Source: an optimization exercise on an open RTL-to-GDS flow (aim: small area, a short achievable clock period and few clock cycles). Production flows keep margins and buffers that such runs may drop.
The RTL was checked by simulation tests, not by an equivalence proof against the original design.
Power figures rest on the tool's default switching activity, not on a simulated workload.

**flow/design.v**
```verilog
module divider
(
	input  wire        clk         ,
	input  wire        rst         ,
	input  wire [63:0] divisor     ,
	input  wire [63:0] dividend    ,
	input  wire [9 :0] inst_op_f3  ,
	input  wire        div_ready   ,
	output wire [63:0] div_rem_data,
	output wire        div_finish  ,
	output wire        busy_o
);
	localparam S_IDLE = 2'd0, S_NORM = 2'd1, S_ITER = 2'd2, S_DONE = 2'd3;
	reg [1:0]  state;
	reg [63:0] rem_r;    
	reg [64:0] dsr_r;    
	reg [63:0] quo_r;    
	reg [4:0]  cnt_r;    
	reg        w_r;      
	reg        rem_op_r; 
	reg        neg_q_r;  
	reg        neg_r_r;  
	reg        dz_r;     
	wire op_w      = inst_op_f3[6];
	wire op_signed = ~inst_op_f3[0];
	wire [63:0] xa = op_w ? {{32{op_signed & dividend[31]}}, dividend[31:0]} : dividend;
	wire [63:0] xb = op_w ? {{32{op_signed & divisor[31]}},  divisor[31:0]}  : divisor;
	wire a_neg = op_signed & xa[63];
	wire b_neg = op_signed & xb[63];
	wire [63:0] abs_a = a_neg ? (~xa + 64'd1) : xa;
	wire [63:0] abs_b = b_neg ? (~xb + 64'd1) : xb;
	wire b_zero = op_w ? (divisor[31:0] == 32'd0) : (divisor == 64'd0);
	function [5:0] lzc64;
		input [63:0] x;
		integer i;
		reg [31:0] v1; reg [31:0] c1;
		reg [15:0] v2; reg [31:0] c2;
		reg [7:0]  v3; reg [23:0] c3;
		reg [3:0]  v4; reg [15:0] c4;
		reg [1:0]  v5; reg [9:0]  c5;
		begin
			for (i = 0; i < 32; i = i + 1) begin
				v1[i] = x[2*i+1] | x[2*i];
				c1[i] = ~x[2*i+1];
			end
			for (i = 0; i < 16; i = i + 1) begin
				v2[i] = v1[2*i+1] | v1[2*i];
				c2[2*i+:2] = v1[2*i+1] ? {1'b0, c1[2*i+1]} : {1'b1, c1[2*i]};
			end
			for (i = 0; i < 8; i = i + 1) begin
				v3[i] = v2[2*i+1] | v2[2*i];
				c3[3*i+:3] = v2[2*i+1] ? {1'b0, c2[2*(2*i+1)+:2]} : {1'b1, c2[2*(2*i)+:2]};
			end
			for (i = 0; i < 4; i = i + 1) begin
				v4[i] = v3[2*i+1] | v3[2*i];
				c4[4*i+:4] = v3[2*i+1] ? {1'b0, c3[3*(2*i+1)+:3]} : {1'b1, c3[3*(2*i)+:3]};
			end
			for (i = 0; i < 2; i = i + 1) begin
				v5[i] = v4[2*i+1] | v4[2*i];
				c5[5*i+:5] = v4[2*i+1] ? {1'b0, c4[4*(2*i+1)+:4]} : {1'b1, c4[4*(2*i)+:4]};
			end
			lzc64 = v5[1] ? {1'b0, c5[9:5]} : {1'b1, c5[4:0]};
		end
	endfunction
	wire [5:0] lz_a = lzc64(rem_r);
	wire [5:0] lz_b = lzc64(dsr_r[63:0]);
	wire [5:0] sh   = lz_b[5:0] - lz_a[5:0];
	wire [64:0] dsr_aligned = {dsr_r[63:0], 1'b0} << {sh[5:1], 1'b0};
	wire zero_quo = dz_r | (rem_r < dsr_r[63:0]);
	wire [65:0] t1 = {2'b0, rem_r} - {1'b0, dsr_r};
	wire        q1 = ~t1[65];
	wire [63:0] r1 = q1 ? t1[63:0] : rem_r;
	wire [64:0] d1 = {1'b0, dsr_r[64:1]};
	wire [65:0] t2 = {2'b0, r1} - {1'b0, d1};
	wire        q2 = ~t2[65];
	wire [63:0] r2 = q2 ? t2[63:0] : r1;
	always @(posedge clk) begin
		if (rst) begin
			state <= S_IDLE;
		end else begin
			case (state)
				S_IDLE: if (div_ready) begin
					state    <= S_NORM;
					rem_r    <= abs_a;
					dsr_r    <= {1'b0, abs_b};
					quo_r    <= {64{b_zero}};
					w_r      <= op_w;
					rem_op_r <= inst_op_f3[1];
					neg_q_r  <= (a_neg ^ b_neg) & ~b_zero;
					neg_r_r  <= a_neg;
					dz_r     <= b_zero;
				end
				S_NORM: begin
					if (zero_quo) begin
						state <= S_IDLE;
					end else begin
						state <= S_ITER;
						dsr_r <= dsr_aligned;
						cnt_r <= sh[5:1];
					end
				end
				S_ITER: begin
					rem_r <= r2;
					dsr_r <= {2'b0, dsr_r[64:2]};
					quo_r <= {quo_r[61:0], q1, q2};
					cnt_r <= cnt_r - 5'd1;
					if (cnt_r == 5'd0)
						state <= S_DONE;
				end
				S_DONE: state <= S_IDLE;
			endcase
		end
	end
	wire [63:0] res_mag = rem_op_r ? rem_r : quo_r;
	wire        res_neg = rem_op_r ? neg_r_r : neg_q_r;
	wire [63:0] res     = res_neg ? (~res_mag + 64'd1) : res_mag;
	assign div_rem_data = w_r ? {{32{res[31]}}, res[31:0]} : res;
	assign div_finish   = (state == S_DONE) | ((state == S_NORM) & zero_quo);
	assign busy_o       = (state == S_ITER);
endmodule
```
**flow/run.sh**
```bash
#!/bin/bash
# synth_recipe.tcl (not shown) runs the flow's synth.tcl, then flattens the netlist and writes it again
# the make line also repeats each setting of config.mk as NAME=value (left out here)
make -C /OpenROAD-flow-scripts/flow DESIGN_CONFIG=/design/flow/config.mk WORK_HOME=/design/flow/orfs CLKGATE_MAP_FILE= SYNTH_SCRIPT=/design/flow/synth_recipe.tcl finish
```
**flow/config.mk**
```make
export PLATFORM = sky130hd
export DESIGN_NAME = divider
export DESIGN_NICKNAME = divider
export VERILOG_FILES = /design/flow/design.v
export SDC_FILE = /design/flow/constraint.sdc
export NUM_CORES = 4
export LEC_CHECK = 0
export CAP_MARGIN = 20
export CORE_MARGIN = 2
export CORE_UTILIZATION = 40
export SETUP_SLACK_MARGIN = 4
export SLEW_MARGIN = 20
```
**flow/constraint.sdc**
```tcl
create_clock -name core_clock -period 10.0 [get_ports {clk}]
set_input_delay 2.0000 -clock core_clock [delete_from_list [all_inputs] [get_ports {clk}]]
set_output_delay 2.0000 -clock core_clock [all_outputs]
set_load 0.01 [all_outputs]
```
==> results of run 1 <==
routing by layer:
| layer | global-route usage, % | routed length [µm] | vias up |
|---|---|---|---|
| met2 | 46.2 | 50500 | 1596 |
| li1 | - | - | 14300 |
| met5 | 0 | 26 | - |
| met4 | 12.8 | 6280 | 4 |
| met1 | 42.5 | 49200 | 14600 |
| met3 | 4.28 | 11300 | 309 |
state kept, by name, indices dropped and copies added, names as in the netlist, named ones only:
signal / flops
rem_r: 64
neg_q_r: 1
dz_r: 1
rem_op_r: 1
quo_r: 64
neg_r_r: 1
dsr_r: 65
cnt_r: 5
w_r: 1
state: 1
worst reg2reg max path: cells and delay by family, from the launching register on:
kind / cells / cell delay [ns]
adder cells (fa/ha/maj): 2 / 0.57
AND/OR/NAND/NOR: 6 / 1.14
multiplexers: 1 / 0.35
buffers and inverters: 11 / 1.80
AO/OA/AOI/OAI: 10 / 1.86
flip-flops: 1 / 0.43
path summary, 6_finish.rpt:
check / endpoint / from / depth (start not counted)
hold reg to reg: register / register / 2
setup / recovery: rem_r[41]$_DFFE_PP_ / rem_r[5]$_DFFE_PP_ / 30
setup reg to reg: rem_r[41]$_DFFE_PP_ / rem_r[5]$_DFFE_PP_ / 30
hold / removal: register / register / 2
per-stage QoR:
step	util [%]	worst slack (ns)
2_1_floorplan	-	3.87
3_3_place_gp	44.6	1.72
3_5_place_dp	44.6	1.65
4_1_cts	49.7	3.66
5_1_grt	53.7	3.41
6_report	53.7	3.54
cell usage in the layout, fill, tap and decap left out, types with 28 or more instances in the layout:
master and n:
a211oi_1 28, a21o_1 138, a21oi_1 389, a21oi_2 39, a31oi_1 51, buf_4 228, buf_6 29, clkbuf_16 36
clkdlybuf4s50_1 172, edfxtp_1 203, ha_1 48, ha_4 77, inv_1 101, mux2_2 48, mux2i_1 158, nand2_1 271
nand2b_1 33, nand3_1 54, nand4_1 49, nor2_1 341, nor3_1 63, nor4_1 38, o211ai_1 32, o21a_1 34
o21ai_0 180, o21ai_1 52, o21bai_1 29, o31ai_1 35, or3_1 31, xnor2_1 157, xor2_1 110
logic make-up after synthesis:
family          after synthesis
flops                       205
buf+inv                     360
xor+xnor                    276
fa+ha+maj                   144
compound gates             1297
simple gates               1102
mux                         247
cell type report:
class	instances	area, µm²	share of cell area [%]
tap	931	1160	3.15
sequential	205	6140	16.6
clock inverter	18	170	0.460
clock buffer	32	694	1.88
antenna	2	5.00	0.0135
timing repair buffer	499	4920	13.3
multi-input combinational	3067	23300	63.1
inverter	138	546	1.48
power breakdown:
part / internal (µW) / switching, µW
logic: 2140 / 2930
clock network: 552 / 432
registers: 1080 / 125
total: 3770 / 3490
repair_timing:
action | 4_1_cts | 5_1_grt
setup buffers | 101 | 142
gates cloned | 11 | 11
pin swaps | 59 | 145
hold buffers | 0 | 0
gates resized for setup | 357 | 370
setup endpoints to repair | 154 | 144
==> impl_metrics.py, run 1 <==
metrics = {
    "outcome": {
        "outcome": "complete, no violations",
    },
    "sta": {
        "whs_ns": 0.544,
        "finalMaxSlewViolations": 0,
        "setup_tns_ns": 0,
        "hold_violations": 0,
        "max_freq_mhz": 155,
        "setup_viol": 0,
        "period_share_pct": 64.6,
        "rsz0062_at_grt": "true",
        "fin_skew_ns": 0.0156,
        "period_minus_slack_ns": 6.46,
        "worstMarginPinSlew_ns": 1.28,
        "slew_headroom_pct": 14.5,
    },
    "yosys": {
        "synth_top_family_by_area": "compound AO/OA/AOI/OAI gates",
        "netlist_instances": 3631,
        "yosysTopAreaCell": "edfxtp_1",
        "synth_mux_area_share_pct": 9.55,
        "ys_seq_area_share_pct": 22.0,
        "synth_top_area_share_pct": 21.8,
        "synth_compound_area_share_pct": 29.5,
        "avgSynthCellArea_um2": 7.69,
        "netlist_area_mm2": 0.0279,
        "synth_xor_area_share_pct": 8.65,
        "yosysMostFrequentCell": "a21oi_1",
        "ys.flop_type": "edfxtp_1",
        "syn-num-nets": 3916,
        "synthArstFlopShare_pct": 0,
        "synth_edf_count": 203,
        "ys_ff_latch": 205,
        "synthTopCellsByCount": "a21oi_1, nor2_1, nand2_1",
        "yosys_warnings": 1,
        "yosysUniqueCellTypes": 95,
        "yosys.area_share.simple_pct": 18.7,
        "synth.area.top_cells": "edfxtp_1, a21oi_1, ha_1, mux2i_1, xnor2_1",
        "synth_fa_ha_area_share_pct": 6.53,
    },
    "clock_network": {
        "cts-buffers-inserted": 27,
        "cts.sinks": 205,
        "clock_latency_ns": 0.59,
        "clk_root_buffer_cell": "clkbuf_16",
        "clockBufferDepth": 3,
        "clkSlewWorstSetupHoldPaths_ns": 0.07,
        "cts_tree": "done",
        "cts_max_level": 1,
    },
    "die": {
        "core_area_mm2": 0.0688,
        "rows": 96,
        "die_h_um": 268,
        "start_util_pct": 40.6,
        "fp.dieW_um": 268,
        "pin_count": 207,
        "floorplan.die_area_mm2": 0.0720,
    },
    "power_and_ir_drop": {
        "p_leak_uw": 0.0142,
        "p_per_area_mw_per_mm2": 196,
        "irDropWorstVdd_v": 0.000169,
        "total_power_uw": 7260,
    },
    "route": {
        "drtAntennaViolNets": 0,
        "drc_errors": 0,
        "drt_iter0_markers": 3257,
        "wirelength_mm": 117,
        "routed-via-count": 30800,
        "avgRoutedWirePerCell_um": 24.0,
        "post_drt_via_cell_ratio": 6.30,
        "first_pass_iters": 6,
    },
    "worst_setup_path": {
        "worstPathMaxFanout": 7,
        "cp.arrival_ns": 6.74,
        "critPathSlowestCell": "edfxtp_1",
        "crit_type": "register to register",
        "critPathCaptureType": "register",
        "cp_slowest_stage_delay_ns": 0.43,
        "crit_top_cell": "buf_4",
        "path_buf_inv": 11,
        "required_ns": 10.28,
        "reg2reg_slack_ns": 3.54,
        "critPathTopFamily": "compound AO/OA/AOI/OAI gates",
        "crit_path_start_kind": "register",
    },
    "grt": {
        "grt_pass1_vias": 28000,
        "grt_overflow": 0,
        "grt_usage_pct": 30.2,
        "antenna_found_initial": 5,
        "grt_max_degree": 73,
        "grt_pass1_wl_mm": 169,
    },
    "placement": {
        "gp_congestion": 0.967,
        "dp_cells": 4574,
        "hpwlAfterDp_mm": 82.8,
        "numPortBuffers": 199,
        "placed_cell_area_mm2": 0.0307,
    },
    "final_layout": {
        "syn2layout_area_growth_pct": 32.4,
        "final_area_mm2": 0.0370,
        "layout.cells.non_filler": 4892,
        "fin_nets": 4223,
        "fillers": 6414,
        "drive_gt1_share_pct": 21.9,
    },
    "flow_run": {
        "maxCapViolCount": 0,
    },
    "min_path": {
        "hold_class": "register to register",
    },
}
Testbench counts, summed over its fixed seeds: cycles 14,195.
==> run 2: changes to the inputs <==
--- a/flow/config.mk
+++ b/flow/config.mk
@@ -9,4 +9,3 @@
 export CORE_MARGIN = 2
 export CORE_UTILIZATION = 40
-export SETUP_SLACK_MARGIN = 4
 export SLEW_MARGIN = 20
==> run 2 against run 1 <==
Against the previous run: fmax decreased by 23%; synthesized cell count unchanged; utilization decreased by 8.0 points; sequential share of layout area increased by 2.9 points; setup slack got worse by 1.9 ns.
==> impl_metrics.py, run 2 <==
metrics = {
    "power_and_ir_drop": {
        "irDropWorstVdd_v": 0.000132,
        "power.share.combinational_pct": 64.0,
        "clockPowerShare_pct": 15.7,
        "p_leak_uw": 0.0122,
        "p_per_area_mw_per_mm2": 191,
        "total_power_uw": 6010,
        "p_seq_share_pct": 20.3,
        "intPower_uw": 3080,
        "p_sw_share_pct": 48.7,
        "power_switching_uw": 2930,
    },
    "final_layout": {
        "layout_commonest_cell": "a21oi_1",
        "largest_register_ffs": 65,
        "top_register": "dsr_r",
        "syn2layout_area_growth_pct": 12.8,
        "layout.cells.non_filler": 4625,
        "largest_registers": "dsr_r (65), quo_r (64), rem_r (64)",
        "drive_gt1_share_pct": 5.77,
        "fin_nets": 3960,
        "insertedDiodeCount": 0,
        "layout_common_cells": "a21oi_1, nor2_1, nand2_1, o21ai_0, edfxtp_1",
    },
    "yosys": {
        "yosys_warnings": 1,
        "ys.flop_type": "edfxtp_1",
        "netlist_area_mm2": 0.0279,
        "synthTopCellsByCount": "a21oi_1, nor2_1, nand2_1",
        "avgSynthCellArea_um2": 7.69,
        "yosysTopAreaCell": "edfxtp_1",
        "synthArstFlopShare_pct": 0,
        "yosysUniqueCellTypes": 95,
        "syn-num-nets": 3916,
        "synth_edf_count": 203,
        "synth.area.top_cells": "edfxtp_1, a21oi_1, ha_1, mux2i_1, xnor2_1",
        "synth_top_area_share_pct": 21.8,
        "ys_seq_area_share_pct": 22.0,
        "ys_ff_latch": 205,
        "yosysMostFrequentCell": "a21oi_1",
        "netlist_instances": 3631,
    },
    "clock_network": {
        "post_cts_resize_count": 0,
        "cts.sinks": 205,
        "cts_hold_buf": 0,
        "cts_setup_buffers": 0,
        "clockBufferDepth": 3,
        "cts-buffers-inserted": 26,
        "clk_root_buffer_cell": "clkbuf_16",
        "clkSlewWorstSetupHoldPaths_ns": 0.06,
        "clock_latency_ns": 0.58,
        "cts_tree": "done",
        "cts_max_level": 1,
    },
    "route": {
        "drc_errors": 0,
        "drt_iter0_markers": 3014,
        "avgRoutedWirePerCell_um": 22.8,
        "wirelength_mm": 105,
        "routed-via-count": 28500,
        "drtAntennaViolNets": 0,
        "post_drt_via_cell_ratio": 6.16,
        "first_pass_iters": 6,
    },
    "worst_setup_path": {
        "critPathTopFamily": "compound AO/OA/AOI/OAI gates",
        "cp.arrival_ns": 8.72,
        "crit_path_start_kind": "register",
        "worstPathMaxFanout": 7,
        "critPathSlowestCell": "nor2_1",
        "reg2reg_slack_ns": 1.60,
        "critPathCaptureType": "register",
        "required_ns": 10.32,
        "path_buf_inv": 3,
        "crit_type": "register to register",
        "cp_slowest_stage_delay_ns": 0.65,
    },
    "sta": {
        "fin_ws_ns": 1.60,
        "max_freq_mhz": 119,
        "whs_ns": 0.531,
        "period_share_pct": 84.0,
        "period_minus_slack_ns": 8.40,
        "slew_headroom_pct": 29.5,
        "rsz0062_at_grt": "false",
        "finalMaxSlewViolations": 0,
        "setup_tns_ns": 0,
        "setup_viol": 0,
        "fin_skew_ns": 0.0199,
        "hold_violations": 0,
        "worstMarginPinSlew_ns": 1.05,
    },
    "placement": {
        "pre_cts_ws_ns": 1.75,
        "gp_congestion": 0.947,
        "dp_cells": 4577,
        "numPortBuffers": 199,
        "hpwlAfterDp_mm": 83.9,
    },
    "grt": {
        "grt_usage_pct": 28.4,
        "antenna_found_initial": 3,
        "grt-busiest-layer": "met2",
        "gr-usage-met1_pct": 40.8,
        "grt_overflow": 0,
        "grt_util_met3_pct": 3.62,
        "grt_pass1_vias": 26600,
        "grt_max_degree": 74,
        "grt_pass1_wl_mm": 159,
        "use_met2_pct": 43.8,
    },
    "die": {
        "fp.dieW_um": 268,
        "start_util_pct": 40.6,
        "core_area_mm2": 0.0688,
        "floorplan.die_area_mm2": 0.0720,
        "pin_count": 207,
        "rows": 96,
        "die_h_um": 268,
    },
    "outcome": {
        "outcome": "complete, no violations",
    },
    "flow_run": {
        "maxCapViolCount": 0,
    },
    "min_path": {
        "hold_class": "register to register",
    },
}
-- run 2: worst reg2reg max path, stage by stage, from the launching register on --
cell       delay [ns]
edfxtp_1         0.49
inv_1            0.16
ha_1             0.36
o211ai_1         0.18
a21oi_1          0.10
a2111oi_0        0.47
buf_4            0.22
o21ai_1          0.07
buf_4            0.17
o211ai_1         0.37
a21oi_1          0.22
nor2_1           0.65
o41a_1           0.53
mux2_2           0.44
ha_1             0.27
nor2b_1          0.14
o31ai_1          0.39
o2bb2ai_1        0.29
o31a_1           0.27
o311ai_0         0.26
a31oi_1          0.49
o31a_1           0.37
o21ai_0          0.21
a311oi_1         0.43
mux2_2           0.39
a211o_1          0.22
-- run 2: layout make-up --
type	count	area, µm²
clock buffers	31	691
clock inverters	16	136
fillers	7020	37300
inverters	138	518
multi-input cells	3066	20500
flip-flops and latches	205	6140
well taps	931	1160
repair buffers	238	2320
-- run 2: metal layers --
metal | vias up | part of all wire (%)
li1 | 13700 | -
met1 | 13400 | 46
met2 | 1191 | 43
met3 | 173 | 7.7
met4 | 6 | 3.5
met5 | - | 0.032
-- run 2: power by group through the flow --
stage               Clock, µW  Sequential, µW  Combinational, µW
global route              982            1230               4130
finish                    946            1220               3850
CTS                       959            1210               3760
floorplan                   0            1190               2660
detailed placement          0            1230               3740
global placement            0            1230               3750
-- run 2: worst paths after layout --
path / startpoint / to / cells after the start
max: dsr_r[2]$_DFFE_PP_ / rem_r[63]$_DFFE_PP_ / 25
min reg2reg: register / register / 2
min: register / register / 2
max reg2reg: dsr_r[2]$_DFFE_PP_ / rem_r[63]$_DFFE_PP_ / 25
-- run 2: per-stage QoR --
step,util [%],cell area (µm²)
after floorplan,-,27900
after global placement,44.5,30600
after detailed placement,44.5,30600
after CTS,45.7,31500
after global routing,45.8,31500
final,45.8,31500
-- run 2: cell families after synthesis --
group / count (synthesis) / synth area share [%]
compound gates: 1297 / 29.5
flops: 205 / 22.0
simple gates: 1102 / 18.7
mux: 247 / 9.55
buf+inv: 360 / 5.05
fa+ha+maj: 144 / 6.53
xor+xnor: 276 / 8.65
==> run 3: changes to the inputs <==
--- a/flow/design.v
+++ b/flow/design.v
@@ -14,7 +14,7 @@
 	reg [1:0]  state;
 	reg [63:0] rem_r;    
-	reg [64:0] dsr_r;    
+	reg [63:0] dsr_r;    
 	reg [63:0] quo_r;    
-	reg [4:0]  cnt_r;    
+	reg [5:0]  cnt_r;    
 	reg        w_r;      
 	reg        rem_op_r; 
@@ -64,15 +64,10 @@
 	endfunction
 	wire [5:0] lz_a = lzc64(rem_r);
-	wire [5:0] lz_b = lzc64(dsr_r[63:0]);
-	wire [5:0] sh   = lz_b[5:0] - lz_a[5:0];
-	wire [64:0] dsr_aligned = {dsr_r[63:0], 1'b0} << {sh[5:1], 1'b0};
-	wire zero_quo = dz_r | (rem_r < dsr_r[63:0]);
-	wire [65:0] t1 = {2'b0, rem_r} - {1'b0, dsr_r};
-	wire        q1 = ~t1[65];
+	wire [5:0] lz_b = lzc64(dsr_r);
+	wire [5:0] sh   = lz_b - lz_a;
+	wire [64:0] t1 = {1'b0, rem_r} - {1'b0, dsr_r};
+	wire        q1 = ~t1[64];
 	wire [63:0] r1 = q1 ? t1[63:0] : rem_r;
-	wire [64:0] d1 = {1'b0, dsr_r[64:1]};
-	wire [65:0] t2 = {2'b0, r1} - {1'b0, d1};
-	wire        q2 = ~t2[65];
-	wire [63:0] r2 = q2 ? t2[63:0] : r1;
+	wire zero_quo = dz_r | ~q1;
 	always @(posedge clk) begin
 		if (rst) begin
@@ -83,5 +78,5 @@
 					state    <= S_NORM;
 					rem_r    <= abs_a;
-					dsr_r    <= {1'b0, abs_b};
+					dsr_r    <= abs_b;
 					quo_r    <= {64{b_zero}};
 					w_r      <= op_w;
@@ -96,14 +91,14 @@
 					end else begin
 						state <= S_ITER;
-						dsr_r <= dsr_aligned;
-						cnt_r <= sh[5:1];
+						dsr_r <= dsr_r << sh;
+						cnt_r <= sh;
 					end
 				end
 				S_ITER: begin
-					rem_r <= r2;
-					dsr_r <= {2'b0, dsr_r[64:2]};
-					quo_r <= {quo_r[61:0], q1, q2};
-					cnt_r <= cnt_r - 5'd1;
-					if (cnt_r == 5'd0)
+					rem_r <= r1;
+					dsr_r <= {1'b0, dsr_r[63:1]};
+					quo_r <= {quo_r[62:0], q1};
+					cnt_r <= cnt_r - 6'd1;
+					if (cnt_r == 6'd0)
 						state <= S_DONE;
 				end
==> run 3 against run 2 <==
Against the previous run: still clean; utilization is 0.42 points higher; clock skew is 0.018 ns higher; setup slack better by 0.41 ns; die area is 12% lower; via count is 10% lower; area after synthesis is 12% lower; cell count is 13% lower; non-clock buffer count is 6 lower; sequential share of layout area is 2.5 points higher; routed wire length is 4.8% lower; count of clock-buffer cells in the layout is 1 lower; flip-flop and latch count stayed put; largest power group unchanged.
==> impl_metrics.py, run 3 <==
metrics = {
    "power_and_ir_drop": {
        "p_leak_uw": 0.0106,
        "p_per_area_mw_per_mm2": 157,
        "p_seq_share_pct": 27.2,
        "p_sw_share_pct": 43.7,
        "irDropWorstVdd_v": 0.000142,
        "power.share.combinational_pct": 48.8,
        "power_switching_uw": 1920,
        "intPower_uw": 2470,
        "clockPowerShare_pct": 24.0,
        "total_power_uw": 4380,
    },
    "route": {
        "wirelength_mm": 100,
        "top_layer": "met4",
        "routed-via-count": 25600,
        "first_pass_iters": 6,
        "drt_iter0_markers": 3172,
        "wl_met3_mm": 11.5,
        "wl_met2_mm": 41.4,
        "wl_met1_mm": 44.4,
        "drtAntennaViolNets": 0,
        "avgRoutedWirePerCell_um": 25.0,
        "drc_errors": 0,
        "post_drt_via_cell_ratio": 6.38,
    },
    "yosys": {
        "synthArstFlopShare_pct": 0,
        "yosys_warnings": 1,
        "ys_ff_latch": 205,
        "synth_edf_count": 203,
        "yosysMostFrequentCell": "nand2_1",
        "synth_top_area_share_pct": 24.9,
        "ys.flop_type": "edfxtp_1",
        "netlist_instances": 3157,
        "avgSynthCellArea_um2": 7.75,
        "netlist_area_mm2": 0.0245,
        "synthTopCellsByCount": "nand2_1, nor2_1, a21oi_1",
        "yosysUniqueCellTypes": 86,
        "ys_seq_area_share_pct": 25.1,
        "syn-num-nets": 3378,
        "synth.area.top_cells": "edfxtp_1, mux2i_1, nand2_1, a21oi_1, nor2_1",
        "yosysTopAreaCell": "edfxtp_1",
    },
    "worst_setup_path": {
        "path_buf_inv": 3,
        "critPathTopFamily": "buffers and inverters",
        "cp_slowest_stage_delay_ns": 0.97,
        "cp.arrival_ns": 5.99,
        "critPathSlowestCell": "edfxtp_1",
        "crit_path_start_kind": "register",
        "reg2reg_slack_ns": 2.88,
        "rr_worst_depth": 15,
        "required_ns": 8.00,
        "worstPathMaxFanout": 78,
        "critPathCaptureType": "output port",
        "crit_type": "register to output port",
        "cp.depth": 12,
        "crit_chain": "buf_4, buf_4, mux2i_1, o21ai_0, or2_2, nor2_1, nand2_1, nor2_1, a31oi_1, xor2_1, o21ai_0, clkdlybuf4s50_1",
    },
    "clock_network": {
        "post_cts_resize_count": 0,
        "cts_max_level": 1,
        "cts-buffers-inserted": 28,
        "clk_root_buffer_cell": "clkbuf_16",
        "cts.sinks": 205,
        "clock_latency_ns": 0.61,
        "clkSlewWorstSetupHoldPaths_ns": 0.07,
        "cts_setup_buffers": 0,
        "clockBufferDepth": 3,
        "cts_tree": "done",
        "cts_hold_buf": 0,
    },
    "sta": {
        "rsz0062_at_grt": "false",
        "whs_ns": 0.540,
        "period_share_pct": 79.9,
        "fin_ws_ns": 2.01,
        "hold_violations": 0,
        "setup_viol": 0,
        "period_minus_slack_ns": 7.99,
        "slew_headroom_pct": 26.8,
        "fin_skew_ns": 0.0381,
        "worstMarginPinSlew_ns": 1.10,
        "max_freq_mhz": 125,
        "setup_tns_ns": 0,
        "finalMaxSlewViolations": 0,
    },
    "flow_run": {
        "maxCapViolCount": 0,
    },
    "final_layout": {
        "final_area_mm2": 0.0279,
        "fillers": 5926,
        "insertedDiodeCount": 0,
        "drive_gt1_share_pct": 6.69,
        "layout_commonest_cell": "nand2_1",
        "largest_registers": "dsr_r (64), quo_r (64), rem_r (64)",
        "fin_nets": 3431,
        "syn2layout_area_growth_pct": 14.1,
        "layout_common_cells": "nand2_1, nor2_1, a21oi_1, o21ai_0, edfxtp_1",
    },
    "die": {
        "core_area_mm2": 0.0605,
        "floorplan.die_area_mm2": 0.0632,
        "fp.dieW_um": 251,
        "start_util_pct": 40.5,
        "die_h_um": 251,
        "pin_count": 207,
        "rows": 90,
    },
    "placement": {
        "pre_cts_ws_ns": 2.77,
        "placed_cell_area_mm2": 0.0270,
        "gp_congestion": 1.00,
        "hpwlAfterDp_mm": 77.5,
        "numPortBuffers": 199,
    },
    "min_path": {
        "holdPathStages": 2,
        "hold_class": "register to register",
    },
    "grt": {
        "grt_usage_pct": 30.8,
        "grt_max_degree": 93,
        "grt_overflow": 0,
        "antenna_found_initial": 0,
        "grt_pass1_vias": 23500,
        "grt_pass1_wl_mm": 150,
    },
    "outcome": {
        "outcome": "complete, no violations",
    },
}
==> run 3: worst reg2reg max path, cell delays in order, from the launching register on <==
cell	delay, ns
edfxtp_1	0.58
nor4_1	0.48
nand2_1	0.24
nor4_1	0.44
nor4_1	0.08
o311ai_0	0.88
a32oi_1	0.20
fa_4	1.30
mux2i_1	0.37
mux2i_1	0.23
mux2i_1	0.25
nor2_1	0.06
a31oi_1	0.63
mux2i_1	0.33
o211ai_1	0.58
a31oi_1	0.18
==> run 3: cell families after synthesis <==
family | share of synthesized area, %
flip-flops | 25.1
AO/OA/AOI/OAI | 22.8
adder cells (fa/ha/maj) | 4.15
buffers and inverters | 5.37
multiplexers | 12.0
AND/OR/NAND/NOR | 22.4
XOR/XNOR | 8.23
==> run 3: final cells by class <==
cell class	count	area (µm²)	share of cell area [%]
clock buffer	30	708	2.54
clock inverter	21	236	0.847
inverter	121	454	1.63
multi-input combinational	2622	17200	61.5
sequential	205	6140	22.0
tap	782	978	3.50
timing repair buffer	232	2230	8.00
==> run 3: power groups by stage <==
stage          clock network, µW  logic [µW]  registers (µW)
6_report                    1050        2140            1190
5_1_grt                     1100        2290            1190
4_1_cts                     1070        2080            1180
3_5_place_dp                   0        2070            1200
3_3_place_gp                   0        2060            1200
2_1_floorplan                  0        1410            1120
==> run 3: per-layer routing <==
layer  GRT usage (%)  vias to the layer above
li1                -                    11700
met1            45.3                    12300
met2            44.2                     1468
met3            7.24                      140
met4            9.42                        0
met5               0                        -
==> run 3: worst paths after layout <==
| kind | end | startpoint |
|---|---|---|
| setup / recovery | div_rem_data[63] | rem_op_r$_DFFE_PP_ |
| hold / removal | quo_r[43]$_DFFE_PP_ | quo_r[42]$_DFFE_PP_ |
| setup reg to reg | dsr_r[57]$_DFFE_PP_ | dsr_r[50]$_DFFE_PP_ |
| hold reg to reg | quo_r[43]$_DFFE_PP_ | quo_r[42]$_DFFE_PP_ |
==> run 3: metrics by stage <==
step,std cells,utilization (%)
3_5_place_dp,3962,44.6
6_report,4013,46.2
3_3_place_gp,3962,44.6
2_1_floorplan,3157,-
5_1_grt,4013,46.2
4_1_cts,4013,46.2
Testbench counts of run 3, summed over its fixed seeds: cycles 22,072.

[re-timing with driven ports]
In the flow no input, the clock included, has a driving cell. The finished layouts below were timed again as built, in two steps. Step 1 assumes that a clkbuf_16 drives the clock port and a buf_2 every other input. Step 2, shift: input delay + t, output delay - t, t = (earliest + latest rising clock arrival at the registers) / 2. This alone moves slack from input paths to output paths. a / b / c = ideal ports / drivers / drivers and shift; a / b = the first two.
| run | shift t [ns] | slack for setup (ns) | worst setup path at the end | clock arrival spread, ns | worst data-port slew with drivers (ns) |
|---|---|---|---|---|---|
| run 1 | 0.641 | 3.542 / 3.542 / 3.209 | input to register | 0.019 / 0.018 | 0.12 |
| run 2 | 0.622 | 1.596 / 1.596 / 1.596 | register to register | 0.020 / 0.020 | 0.11 |
| run 3 | 0.653 | 2.009 / 1.945 / 2.598 | register to output | 0.038 / 0.039 | 0.07 |
After both steps every run listed still meets setup and hold. For run 1, which loses most, drivers alone change the setup slack by 0.000 ns; drivers and shift together by -0.333 ns.
